What follows belongs to an exercise in optimizing a design on an open flow for small area; a production flow would make more cautious choices.
Function was checked by simulation only, so behaviour that the tests miss may differ from the original.
No activity file was given, so power comes from the tool's default toggle rates.

--- flow/design.v ---
module nbyn #(parameter x_coord ='d0,parameter y_coord='d0,X=2,Y=2,data_width=32, x_size=1, y_size=1,total_width=(x_size+y_size+data_width),sw_no=X*Y)  
(
input wire clk,
input wire rstn,
input wire i_ready_r,
input wire i_ready_t,
input wire i_valid_l,
input wire i_valid_b,
input wire i_valid_pe,
output wire o_ready_l,
output wire o_ready_b,
output reg  o_ready_pe,
output reg o_valid_r,
output reg o_valid_t,
output reg o_valid_pe,
input wire [total_width-1:0] i_data_l,
input wire [total_width-1:0] i_data_b,
input wire [total_width-1:0] i_data_pe,
output reg [total_width-1:0] o_data_r,
output reg [total_width-1:0] o_data_t,
output reg [total_width-1:0] o_data_pe
);
wire leftToPe;
wire bottomToPe;
wire peTope;
reg  leftToRight;
reg leftToTop;
reg bottomToRight;
reg bottomToTop;
wire peToTop;
wire peToRight;
assign  o_ready_l = 1'b1;
assign  o_ready_b = 1'b1;
assign leftToPe = ((i_data_l[x_size-1:0]==x_coord) & (i_data_l[x_size+y_size-1:x_size]==y_coord) & i_valid_l);
always @(*)
begin
    if(i_valid_l)
    begin
        if(i_data_l[x_size-1:0]!=x_coord)
        begin
            leftToTop = 1'b0;
            leftToRight = 1'b1;
        end
        else if(i_data_l[x_size+y_size-1:x_size]!=y_coord)
        begin
            leftToTop   = 1'b1;
            leftToRight = 1'b0;
        end
        else
        begin
            leftToTop   = 1'b0;
            leftToRight = 1'b0;
        end
    end
    else
    begin
         leftToTop = 1'b0;
         leftToRight = 1'b0;
    end
end
always @(*)
begin
    if(i_valid_b)
    begin
        if(i_data_b[x_size+y_size-1:x_size]!=y_coord)
        begin
            bottomToTop   = 1'b1;
            bottomToRight = 1'b0;
        end
        else if(i_data_b[x_size-1:0]!=x_coord)
        begin
            bottomToTop = 1'b0;
            bottomToRight = 1'b1;
        end
        else
        begin
            bottomToTop   = 1'b0;
            bottomToRight = 1'b0;
        end
    end
    else
    begin
         bottomToTop = 1'b0;
         bottomToRight = 1'b0;
    end
end
assign bottomToPe = ((i_data_b[x_size-1:0]==x_coord) & (i_data_b[x_size+y_size-1:x_size]==y_coord) & i_valid_b);
assign peTope = ((i_data_pe[x_size-1:0]==x_coord) & (i_data_pe[x_size+y_size-1:x_size]==y_coord) & i_valid_pe & o_ready_pe);
assign peToRight = ((i_data_pe[x_size-1:0]!=x_coord) & i_valid_pe & o_ready_pe);
assign peToTop = (~peToRight & (i_data_pe[x_size+y_size-1:x_size]!=y_coord) & i_valid_pe & o_ready_pe);
always @(*)
begin
	if((~leftToRight & ~leftToTop) | (~bottomToTop & ~bottomToRight))
	begin
		o_ready_pe = 1'b1;
	end
	else
	begin
		o_ready_pe = 1'b0;
	end
end
always @(posedge clk)
begin
	if(!rstn)
		o_valid_r <=1'b0;
	if(bottomToRight) 
	begin
		o_data_r  <= i_data_b;
		o_valid_r <= 1'b1;
	end
	else if(leftToTop)
	begin
		if(bottomToTop)
		begin
			o_data_r <= i_data_b;
			o_valid_r <= 1'b1;
		end
		else if(peToTop|peToRight)
		begin
			o_data_r <= i_data_pe;
			o_valid_r <= 1'b1;
		end
		else if(bottomToPe & peTope)
		begin
			o_data_r <= i_data_b;
			o_valid_r <= 1'b1;
		end
		else
			o_valid_r <= 1'b0;
	end
	else if(peToTop)
	begin
		if(bottomToTop)
		begin
			o_data_r  <= i_data_b;
			o_valid_r <= 1'b1;
		end
		else if(leftToRight)
		begin
			o_data_r  <= i_data_l;
			o_valid_r <= 1'b1;
		end
		else if(bottomToPe & leftToPe)
		begin
			o_data_r  <= i_data_l;
			o_valid_r <= 1'b1;
		end
		else
			o_valid_r <= 1'b0;
	end
	else if(leftToPe & bottomToPe)
	begin
		o_data_r  <= i_data_l;
		o_valid_r <= 1'b1;
	end
	else if(leftToPe & peTope)
	begin
		o_data_r <= i_data_l;
		o_valid_r <= 1'b1;
	end
	else if(leftToRight)
	begin
		o_data_r  <= i_data_l;
		o_valid_r <= 1'b1;
	end
	else if(peToRight)
	begin
		o_data_r <=i_data_pe;
		o_valid_r <=1'b1;
	end
	else
	begin
		o_valid_r <=1'b0;
	end
end
always @(posedge clk)
begin
	if(!rstn)
		o_valid_t <= 1'b0;
	else if(bottomToRight) 
	begin
		if(leftToRight|leftToTop)
		begin
			o_data_t <= i_data_l;
			o_valid_t <= 1'b1;
		end
		else if(peToRight|peToTop)  
		begin
			o_data_t <= i_data_pe;
			o_valid_t <= 1'b1;
		end
		else if(leftToPe & peTope)
		begin
			o_data_t <= i_data_l;
			o_valid_t <= 1'b1;
		end
		else
			o_valid_t <= 1'b0;
	end
	else if(leftToTop)
	begin
		o_data_t <= i_data_l;
		o_valid_t <= 1'b1;
	end
	else if(peToTop)
	begin
		o_data_t  <= i_data_pe;
		o_valid_t <= 1'b1;
	end
	else if(leftToRight)
	begin
		if(bottomToTop)
		begin
			o_data_t <= i_data_b;
			o_valid_t <= 1'b1;
		end
		else if(peToRight)
		begin
			o_data_t <= i_data_pe;
			o_valid_t <= 1'b1;
		end
		else if(bottomToPe & peTope)
		begin
			o_data_t <= i_data_b;
			o_valid_t <= 1'b1;
		end
		else
			o_valid_t <= 1'b0;
	end
	else if(leftToPe & bottomToPe) 
	begin
		if(peToRight|peToTop)
		begin
			o_data_t <= i_data_pe;
			o_valid_t <= 1'b1;
		end
		else if(peTope)
		begin
			o_data_t <= i_data_b;
			o_valid_t <= 1'b1;
		end
		else
			o_valid_t <= 1'b0;
	end
	else if(bottomToPe & peTope)
	begin
		o_data_t <= i_data_b;
		o_valid_t <= 1'b1;
	end
	else if(bottomToTop)
	begin
		o_data_t <=i_data_b;
		o_valid_t <=1'b1;
	end
	else if(peToTop)
	begin
		o_data_t <= i_data_pe;
		o_valid_t <= 1'b1;
	end
	else
		o_valid_t <= 1'b0;
end
always @(posedge clk)
begin
	if(!rstn)
		o_valid_pe <= 1'b0; 
	else if(peTope)
	begin
		o_data_pe <= i_data_pe;
		o_valid_pe <=1'b1;
	end
	else if(bottomToPe)
	begin
		o_data_pe  <= i_data_b;
		o_valid_pe <= 1'b1;
	end
	else if(leftToPe)
	begin
		o_data_pe <= i_data_l;
		o_valid_pe <= 1'b1;
	end
	else
		o_valid_pe <=1'b0;
end
endmodule
module openNocTop #(parameter X=2,Y=2,data_width=32, x_size=1, y_size=1,total_width=(x_size+y_size+data_width),sw_no=X*Y)
(
input wire clk,
input wire rstn,
input wire [(X*Y)-1:0] r_valid_pe,
input wire [(total_width*X*Y)-1:0] r_data_pe,
output wire [(X*Y)-1:0] r_ready_pe,
output wire [(X*Y)-1:0] w_valid_pe,
output wire [(total_width*X*Y)-1:0] w_data_pe
);
wire  r_ready_r[X*Y-1:0];
wire  r_ready_t[X*Y-1:0];
wire  r_valid_l[X*Y-1:0];
wire  r_valid_b[X*Y-1:0];
wire  w_ready_l[X*Y-1:0];
wire  w_ready_b[X*Y-1:0];
wire  w_valid_r[X*Y-1:0];
wire  w_valid_t[X*Y-1:0];
wire [total_width-1:0]  w_data_r[X*Y-1:0];
wire [total_width-1:0]  w_data_t[X*Y-1:0];
generate
genvar x, y; 
for (x=0;x<X;x=x+1) begin:xs
   for (y=0; y<Y; y=y+1) begin:ys
      if(x==0 & y==0)
	     begin: instnce
		     nbyn #(.x_coord(x),.y_coord(y),.X(X),.Y(Y),.data_width(data_width), .x_size(x_size), .y_size(y_size),.total_width(total_width))
			   nbyn_instance(
			         .clk(clk), 
			         .rstn(rstn),     
                     .i_ready_r(r_ready_r[(y*X)+x]),    
			         .i_ready_t(r_ready_t[(y*X)+x]), 
					 .i_valid_l(w_valid_r[(y*X)+x+X-1]),
					 .i_valid_b(w_valid_t[(y*X)+x+(Y-1)*X]), 
					 .i_valid_pe(r_valid_pe[x+X*y:x+X*y]),
					 .o_ready_l(r_ready_r[(y*X)+x+X-1]),	 
					 .o_ready_b(r_ready_t[(y*X)+x+(Y-1)*X]), 
                     .o_ready_pe(r_ready_pe[x+X*y:x+X*y]),					 
					 .o_valid_r(w_valid_r[y*X+x]),
					 .o_valid_t(w_valid_t[y*X+x]), 
					 .o_valid_pe(w_valid_pe[x+X*y:x+X*y]),
					 .i_data_l(w_data_r[(y*X)+x+X-1]),	
                     .i_data_b(w_data_t[(y*X)+x+(Y-1)*X]), 
                     .o_data_r(w_data_r[y*X+x]),
                     .o_data_t(w_data_t[y*X+x]), 
					 .i_data_pe(r_data_pe[(total_width*x)+(total_width*X*y)+:total_width]),
					 .o_data_pe(w_data_pe[(total_width*x)+(total_width*X*y)+:total_width])
					 );
		 end
       else if(x!=0 & y==0)
	     begin: instnce
              nbyn #(.x_coord(x),.y_coord(y),.X(X),.Y(Y),.data_width(data_width), .x_size(x_size), .y_size(y_size),.total_width(total_width))
			     nbyn_instance(		  
			         .clk(clk), 
			         .rstn(rstn),     
                     .i_ready_r(r_ready_r[(y*X)+x]),     
			         .i_ready_t(r_ready_t[(y*X)+x]),
					 .i_valid_l(w_valid_r[(y*X)+x-1]),		
					 .i_valid_b(w_valid_t[(y*X)+x+(Y-1)*X]),
					 .i_valid_pe(r_valid_pe[x+X*y:x+X*y]),
					 .o_ready_l(r_ready_r[(y*X)+x-1]),		
					 .o_ready_b(r_ready_t[(y*X)+x+(Y-1)*X]),
					 .o_ready_pe(r_ready_pe[x+X*y:x+X*y]),
					 .o_valid_r(w_valid_r[(y*X)+x]),					  
					 .o_valid_t(w_valid_t[(y*X)+x]),
                     .o_valid_pe(w_valid_pe[x+X*y:x+X*y]),					 
					 .i_data_l(w_data_r[(y*X)+x-1]),			
                     .i_data_b(w_data_t[(y*X)+x+(Y-1)*X]),
                     .o_data_r(w_data_r[(y*X)+x]),
                     .o_data_t(w_data_t[(y*X)+x]),
					 .i_data_pe(r_data_pe[(total_width*x)+(total_width*X*y)+:total_width]),
					 .o_data_pe(w_data_pe[(total_width*x)+(total_width*X*y)+:total_width]));
		 end
      else if(x==0 & y!=0 )
	     begin: instnce
		     nbyn #(.x_coord(x),.y_coord(y),.X(X),.Y(Y),.data_width(data_width), .x_size(x_size), .y_size(y_size),.total_width(total_width))
			    nbyn_instance(
			         .clk(clk),   
			         .rstn(rstn),   
                     .i_ready_r(r_ready_r[(y*X)+x]),     
			         .i_ready_t(r_ready_t[(y*X)+x]),
					 .i_valid_l(w_valid_r[(y*X)+x+X-1]),						  
					 .i_valid_b(w_valid_t[(y*X)+x-X]),
                     .i_valid_pe(r_valid_pe[x+X*y:x+X*y]),					 
					 .o_ready_l(r_ready_r[(y*X)+x+X-1]),						  
					 .o_ready_b(r_ready_t[(y*X)+x-X]),
					 .o_ready_pe(r_ready_pe[x+X*y:x+X*y]),
					 .o_valid_r(w_valid_r[(y*X)+x]),						  
					 .o_valid_t(w_valid_t[(y*X)+x]),
					   .o_valid_pe(w_valid_pe[x+X*y:x+X*y]),	
					 .i_data_l(w_data_r[(y*X)+x+X-1]),						 
                     .i_data_b(w_data_t[(y*X)+x-X]),
                     .o_data_r(w_data_r[(y*X)+x]),
                     .o_data_t(w_data_t[(y*X)+x]),
					 .i_data_pe(r_data_pe[(total_width*x)+(total_width*X*y)+:total_width]),
					 .o_data_pe(w_data_pe[(total_width*x)+(total_width*X*y)+:total_width]))
					 ;
		 end		 
      else if(x!=0 & y!=0)
	     begin: instnce
		     nbyn #(.x_coord(x),.y_coord(y),.X(X),.Y(Y),.data_width(data_width), .x_size(x_size), .y_size(y_size),.total_width(total_width))
			    nbyn_instance(
			         .clk(clk),
			         .rstn(rstn),      
                     .i_ready_r(r_ready_r[(y*X)+x]),     
			         .i_ready_t(r_ready_t[(y*X)+x]),
					 .i_valid_l(w_valid_r[(y*X)+x-1]),						  
					 .i_valid_b(w_valid_t[(y*X)+x-X]),
					 .i_valid_pe(r_valid_pe[x+X*y:x+X*y]),	
					 .o_ready_l(r_ready_r[(y*X)+x-1]),						  
					 .o_ready_b(r_ready_t[(y*X)+x-X]),
					 .o_ready_pe(r_ready_pe[x+X*y:x+X*y]),
					 .o_valid_r(w_valid_r[(y*X)+x]),						  
					 .o_valid_t(w_valid_t[(y*X)+x]),
				     .o_valid_pe(w_valid_pe[x+X*y:x+X*y]),
					 .i_data_l(w_data_r[(y*X)+x-1]),						 
                     .i_data_b(w_data_t[(y*X)+x-X]),
                     .o_data_r(w_data_r[(y*X)+x]),
                     .o_data_t(w_data_t[(y*X)+x]),
					 .i_data_pe(r_data_pe[(total_width*x)+(total_width*X*y)+:total_width]),
					 .o_data_pe(w_data_pe[(total_width*x)+(total_width*X*y)+:total_width]));
		    end
	    end
      end			
endgenerate 
endmodule
--- flow/run.sh ---
#!/bin/bash
# synth_recipe.tcl (not shown) runs the flow's synth.tcl, then flattens the netlist and writes it again
# the make line also repeats each setting of config.mk as NAME=value (left out here)
make -C /OpenROAD-flow-scripts/flow DESIGN_CONFIG=/design/flow/config.mk WORK_HOME=/design/flow/orfs CLKGATE_MAP_FILE= SYNTH_SCRIPT=/design/flow/synth_recipe.tcl finish
--- flow/config.mk ---
export PLATFORM = sky130hd
export DESIGN_NAME = openNocTop
export DESIGN_NICKNAME = openNocTop
export VERILOG_FILES = /design/flow/design.v
export SDC_FILE = /design/flow/constraint.sdc
export NUM_CORES = 4
export LEC_CHECK = 0
export CAP_MARGIN = 20
export CORE_MARGIN = 2
export CORE_UTILIZATION = 40
export SLEW_MARGIN = 20
--- flow/constraint.sdc ---
create_clock -name core_clock -period 5.0 [get_ports {clk}]
set_input_delay 1.0000 -clock core_clock [delete_from_list [all_inputs] [get_ports {clk}]]
set_output_delay 1.0000 -clock core_clock [all_outputs]
set_load 0.01 [all_outputs]
==> flow_summary.html <==
<table>
<tr><th>Metric</th><th>Value</th></tr>
<tr><th colspan="2">Logic synthesis</th></tr>
<tr><td>Combined area of all synthesized cells</td><td>27000 sq um</td></tr>
<tr><td>Sequential-to-total area share from yosys stat</td><td>0.463</td></tr>
<tr><td>Number of enable flip-flop cells after synthesis</td><td>408</td></tr>
<tr><td>Post-synthesis share of cell area spent on xor and xnor gates</td><td>0</td></tr>
<tr><td>Main combinational cell family by area after synthesis</td><td>compound AO/OA/AOI/OAI gates</td></tr>
<tr><td>Post-Synthesis Mean Instance Area</td><td>9.41 sq um</td></tr>
<tr><td>Library cell occupying the most area in the post-synthesis netlist</td><td>sky130_fd_sc_hd__edfxtp_1</td></tr>
<tr><td>Nets in the synthesized netlist</td><td>3011</td></tr>
<tr><td>Cells taking the most area after synthesis</td><td>sky130_fd_sc_hd__edfxtp_1, sky130_fd_sc_hd__nand2_1, sky130_fd_sc_hd__nor2_1, sky130_fd_sc_hd__o21ai_0, sky130_fd_sc_hd__mux2i_1</td></tr>
<tr><td>Synthesis Warnings</td><td>5</td></tr>
<tr><td>Synthesized-area fraction occupied by adder cells</td><td>0</td></tr>
<tr><td>Portion of netlist area occupied by mux cells</td><td>0.0349</td></tr>
<tr><td>Compound-Gate Fraction of Synth Area</td><td>0.299</td></tr>
<tr><td>Primary FF master, synth</td><td>sky130_fd_sc_hd__edfxtp_1</td></tr>
<tr><td>Share of synthesized flip-flops with an asynchronous set or reset</td><td>0</td></tr>
<tr><td>Number of synthesized register bits</td><td>420</td></tr>
<tr><td>Share of synthesized cell area in and, or, nand and nor gates</td><td>0.156</td></tr>
<tr><td>Number of instances in the synthesized netlist</td><td>2869</td></tr>
<tr><td>Number of distinct library cells after synthesis</td><td>76</td></tr>
<tr><td>Share of the synthesized area in the top cell type</td><td>0.454</td></tr>
<tr><th colspan="2">Global route</th></tr>
<tr><td>Vias in the first global route</td><td>24075</td></tr>
<tr><td>Pin count of the biggest net entering global routing</td><td>66</td></tr>
<tr><td>Initial antenna violation count</td><td>3</td></tr>
<tr><td>Wire length of the first global-routing pass</td><td>175000 um</td></tr>
<tr><td>GRT Util Overall</td><td>0.340</td></tr>
<tr><td>Sum of overflow across all layers after global routing</td><td>0</td></tr>
<tr><th colspan="2">Cells and area</th></tr>
<tr><td>Synthesis-to-layout area growth</td><td>20.7%</td></tr>
<tr><td>Count of placed standard cells in the final layout, fillers left out</td><td>3935</td></tr>
<tr><td>Share of post-route cells with drive strength above 1</td><td>0.0748</td></tr>
<tr><td>Post-layout net count</td><td>3163</td></tr>
<tr><td>Layout filler cell count</td><td>6180</td></tr>
<tr><th colspan="2">Floorplan</th></tr>
<tr><td>Initial core utilization</td><td>0.403</td></tr>
<tr><td>Placeable core region</td><td>67000 sq um</td></tr>
<tr><td>Rows</td><td>95</td></tr>
<tr><td>Overall die area</td><td>69600 sq um</td></tr>
<tr><td>Die X</td><td>264 um</td></tr>
<tr><td># IOs</td><td>286</td></tr>
<tr><td>DIE HEIGHT</td><td>264 um</td></tr>
<tr><th colspan="2">Pwr</th></tr>
<tr><td>Power per cell area</td><td>782 nW/um^2</td></tr>
<tr><td>P_leak</td><td>11.5 nW</td></tr>
<tr><td>Highest ir drop seen on vdd</td><td>0.360 mV</td></tr>
<tr><th colspan="2">Placed design</th></tr>
<tr><td>Count of input and output buffers</td><td>285</td></tr>
<tr><td>Placed instance count</td><td>3839</td></tr>
<tr><td>HPWL after detailed placement</td><td>85800 um</td></tr>
<tr><td>Global placement routability congestion</td><td>0.949</td></tr>
<tr><th colspan="2">STA</th></tr>
<tr><td>Number of max-slew violations in the final report</td><td>0</td></tr>
<tr><td>Setup TNS Final</td><td>0 ns</td></tr>
<tr><td>Timing-limited maximum frequency</td><td>256 MHz</td></tr>
<tr><td>Post-route minimum period</td><td>3.91 ns</td></tr>
<tr><td>Largest clock skew in the final design</td><td>0.0253 ns</td></tr>
<tr><td>Max-slew headroom at the worst pin</td><td>0.200</td></tr>
<tr><td>Final hold slack</td><td>0.648 ns</td></tr>
<tr><td>Setup violators final</td><td>0</td></tr>
<tr><td>Final Hold Fails</td><td>0</td></tr>
<tr><td>RSZ-0062 raised after global routing</td><td>false</td></tr>
<tr><td>Transition time of the tightest slew-check pin</td><td>1.20 ns</td></tr>
<tr><td>Final clock period utilization by the worst path</td><td>0.783</td></tr>
<tr><th colspan="2">Clock network</th></tr>
<tr><td>Post_cts resized</td><td>0</td></tr>
<tr><td># clock sinks</td><td>420</td></tr>
<tr><td>Count of hold buffers inserted by post-cts repair</td><td>0</td></tr>
<tr><td>Clock slew at the register clock pins of the worst setup and hold paths</td><td>0.06 ns</td></tr>
<tr><td>Clk Latency, worst-skew pair</td><td>0.62 ns</td></tr>
<tr><td>CTS tree</td><td>built</td></tr>
<tr><td>Clock tree buffer depth</td><td>3</td></tr>
<tr><td>Inserted Clock Buffers</td><td>52</td></tr>
<tr><td>H-tree level count</td><td>2</td></tr>
<tr><td>Post-CTS Setup Inserts</td><td>0</td></tr>
<tr><td>CTS root buffer</td><td>sky130_fd_sc_hd__clkbuf_16</td></tr>
<tr><th colspan="2">Hold path</th></tr>
<tr><td>Min-Delay Startpoint</td><td>xs[0].ys[0].instnce.nbyn_instance.o_data_t[22]</td></tr>
<tr><td>Tightest Hold Check Type</td><td>reg2reg</td></tr>
<tr><th colspan="2">Detailed routing</th></tr>
<tr><td>Detailed-route DRC error count</td><td>0</td></tr>
<tr><td>Total wirelength of the detailed-routed design</td><td>123000 um</td></tr>
<tr><td>Detailed Routing Iterations Pass 1</td><td>7</td></tr>
<tr><td>Antenna-violating nets left</td><td>0</td></tr>
<tr><td>Count of vias placed by the detailed router</td><td>26832</td></tr>
<tr><td>Number of design-rule violations left by the first detailed-router iteration</td><td>4401</td></tr>
<tr><td>DR WL/cell</td><td>31.3 um</td></tr>
<tr><td>Post-DR vias/cell</td><td>6.82</td></tr>
<tr><th colspan="2">Critical path</th></tr>
<tr><td>CP Capture Type</td><td>output pin</td></tr>
<tr><td>Crit path arrival time</td><td>2.91 ns</td></tr>
<tr><td>Critical path launch point type</td><td>flip-flop</td></tr>
<tr><td>Worst path bufs/invs</td><td>1</td></tr>
<tr><td>FF-to-FF setup slack</td><td>1.45 ns</td></tr>
<tr><td>Slowest CP cell</td><td>sky130_fd_sc_hd__edfxtp_1</td></tr>
<tr><td>Worst stage delay on the critical path</td><td>0.84 ns</td></tr>
<tr><td>Required @ worst endpoint</td><td>4.00 ns</td></tr>
<tr><td>Dominant delay contributor by cell family on the critical path</td><td>simple AND/OR/NAND/NOR gates</td></tr>
<tr><td>Critical path start-end classification</td><td>reg2out</td></tr>
<tr><td>Max Fanout on Critical Path</td><td>14</td></tr>
<tr><td>Ordered list of cells on the worst path</td><td>nor2b_1 -&gt; or3_1 -&gt; clkdlybuf4s50_1</td></tr>
<tr><th colspan="2">Run status</th></tr>
<tr><td>Result of the run</td><td>complete, no violations</td></tr>
<tr><th colspan="2">Flow run</th></tr>
<tr><td>Max Cap Viol</td><td>0</td></tr>
</table>
where the power goes:
part | total, mW | internal, mW | leakage, nW | switching [mW]
logic | 11.9 | 4.61 | 6.66 | 7.25
registers | 9.60 | 6.69 | 3.98 | 2.91
clock network | 4.01 | 2.40 | 0.847 | 1.61
total | 25.5 | 13.7 | 11.5 | 11.8
area by class of cell:
type / count / area, sq um / area share
Multi-Input combinational cell: 2146 / 13600 / 0.417
Sequential cell: 420 / 12500 / 0.384
Timing Repair Buffer: 373 / 3550 / 0.109
Clock buffer: 67 / 1380 / 0.0423
Tap cell: 873 / 1090 / 0.0335
Clock inverter: 27 / 367 / 0.0113
Inverter: 28 / 105 / 0.00323
Antenna cell: 1 / 2.50 / 0.0000768
registers in the layout, indices dropped and copies added (netlist names), 34 cells and up, named ones only:
register,flops
xs.ys.instnce.nbyn_instance.o_data_pe,34
xs.ys.instnce.nbyn_instance.o_data_r,34
xs.ys.instnce.nbyn_instance.o_data_t,34
xs.ys.genblk1.genblk1.instnce.nbyn_instance.o_data_pe,34
xs.ys.genblk1.genblk1.instnce.nbyn_instance.o_data_r,34
xs.ys.genblk1.genblk1.instnce.nbyn_instance.o_data_t,34
xs.ys.genblk1.instnce.nbyn_instance.o_data_pe,34
xs.ys.genblk1.instnce.nbyn_instance.o_data_r,34
xs.ys.genblk1.instnce.nbyn_instance.o_data_t,34
xs.ys.genblk1.genblk1.genblk1.instnce.nbyn_instance.o_data_r,34
xs.ys.genblk1.genblk1.genblk1.instnce.nbyn_instance.o_data_t,34
tightest hold or removal path, stage by stage (launching register included):
cell                       delay (ns)
sky130_fd_sc_hd__edfxtp_1        0.40
sky130_fd_sc_hd__nand2_1         0.07
sky130_fd_sc_hd__o21ai_1         0.07
path summary, 6_finish.rpt:
kind,end,depth (start not counted)
hold reg to reg,flip-flop,2
setup / recovery,r_ready_pe[1],3
setup reg to reg,xs[0].ys[0].instnce.nbyn_instance.o_data_r[18],6
hold / removal,flip-flop,2
Yosys cell counts (all sizes together), types with 7 or more instances:
cell type	number
a211oi	50
nand2b	47
a211o	23
o21a	8
nand3b	14
o211ai	52
a221oi	14
and2	31
o221ai	98
edfxtp	408
o21bai	12
nor2	280
nand4	20
inv	26
a2bb2oi	63
a221o	64
buf	73
a22oi	98
clkbuf	202
o22ai	9
and3	12
o2111ai	18
o21ai	243
nor3	39
a21oi	111
a22o	75
o31ai	23
and3b	7
nand2	360
o32ai	7
nand3	53
a31oi	83
nor2b	44
dfxtp	12
mux2i	94
a32oi	23
placed cells by master, fill, tap and decap left out, types with 8 or more instances in the layout:
master	n
sky130_fd_sc_hd__edfxtp_1	408
sky130_fd_sc_hd__nand2_1	359
sky130_fd_sc_hd__clkdlybuf4s50_1	285
sky130_fd_sc_hd__nor2_1	273
sky130_fd_sc_hd__o21ai_0	204
sky130_fd_sc_hd__a21oi_1	110
sky130_fd_sc_hd__o221ai_1	98
sky130_fd_sc_hd__a22oi_1	98
sky130_fd_sc_hd__mux2i_1	93
sky130_fd_sc_hd__buf_4	85
sky130_fd_sc_hd__a31oi_1	77
sky130_fd_sc_hd__a22o_1	75
sky130_fd_sc_hd__a221o_1	64
sky130_fd_sc_hd__a2bb2oi_1	63
sky130_fd_sc_hd__nand3_1	53
sky130_fd_sc_hd__clkbuf_16	53
sky130_fd_sc_hd__o211ai_1	52
sky130_fd_sc_hd__a211oi_1	48
sky130_fd_sc_hd__nand2b_1	46
sky130_fd_sc_hd__nor2b_1	43
sky130_fd_sc_hd__o21ai_1	35
sky130_fd_sc_hd__nor3_1	35
sky130_fd_sc_hd__and2_1	29
sky130_fd_sc_hd__inv_1	26
sky130_fd_sc_hd__a211o_1	23
sky130_fd_sc_hd__a32oi_1	22
sky130_fd_sc_hd__o31ai_1	21
sky130_fd_sc_hd__nand4_1	20
sky130_fd_sc_hd__o2111ai_1	15
sky130_fd_sc_hd__nand3b_1	14
sky130_fd_sc_hd__clkbuf_1	14
sky130_fd_sc_hd__o21bai_1	12
sky130_fd_sc_hd__and3_1	12
sky130_fd_sc_hd__a221oi_1	12
sky130_fd_sc_hd__dfxtp_1	12
sky130_fd_sc_hd__clkinv_1	10
sky130_fd_sc_hd__bufinv_16	9
sky130_fd_sc_hd__o22ai_1	8
cells by family (layout without fill, tap and decap cells):
logic type | Yosys count | in the layout
other | 0 | 1
AND/OR/NAND/NOR | 931 | 931
buffers and inverters | 303 | 495
AO/OA/AOI/OAI | 1121 | 1121
flip-flops | 420 | 420
multiplexers | 94 | 94
stage by stage:
| step | setup WS [ns] | util | cell area, sq um | total power, mW |
|---|---|---|---|---|
| final | 1.09 | 0.486 | 32600 | 25.5 |
| after global placement | 1.04 | 0.459 | 30800 | 20.8 |
| after detailed placement | 0.985 | 0.459 | 30800 | 20.9 |
| after CTS | 1.12 | 0.485 | 32500 | 25.0 |
| after floorplan | 0.114 | - | 27000 | 15.4 |
| after global routing | 1.03 | 0.486 | 32600 | 26.4 |
routing by layer:
metal	wire, um	global-route usage	share of wire	up-vias
li1	-	-	-	11514
met1	49400	0.479	0.40	13040
met2	52700	0.503	0.43	1964
met3	13300	0.0523	0.11	312
met4	7830	0.185	0.064	2
met5	9	0	0.000073	-

[separate check: timing with driven ports]
No port has a modelled driver above. Below, the same layout with a new extraction and two added sets of constraints. Step 1 assumes that a clkbuf_16 drives the clock port and a buf_2 every other input. Step 2 times the ports against the registers' clock, not the clock port: input delays grow and output delays shrink by t, the midpoint of the rising clock arrivals with the driver on. Slacks: no drivers / after step 1 / after step 2; pairs: no drivers / after step 1.
shift t [ns]: 0.667
slack for setup (ns): 1.087 / 1.026 / 0.886
clock arrival spread, ns: 0.027 / 0.027
worst data-port slew with drivers (ns): 0.07
pins driven straight from the clock port: 1
After both steps this run still meets setup and hold. For this run, drivers alone change the setup slack by -0.061 ns; drivers and shift together by -0.201 ns.
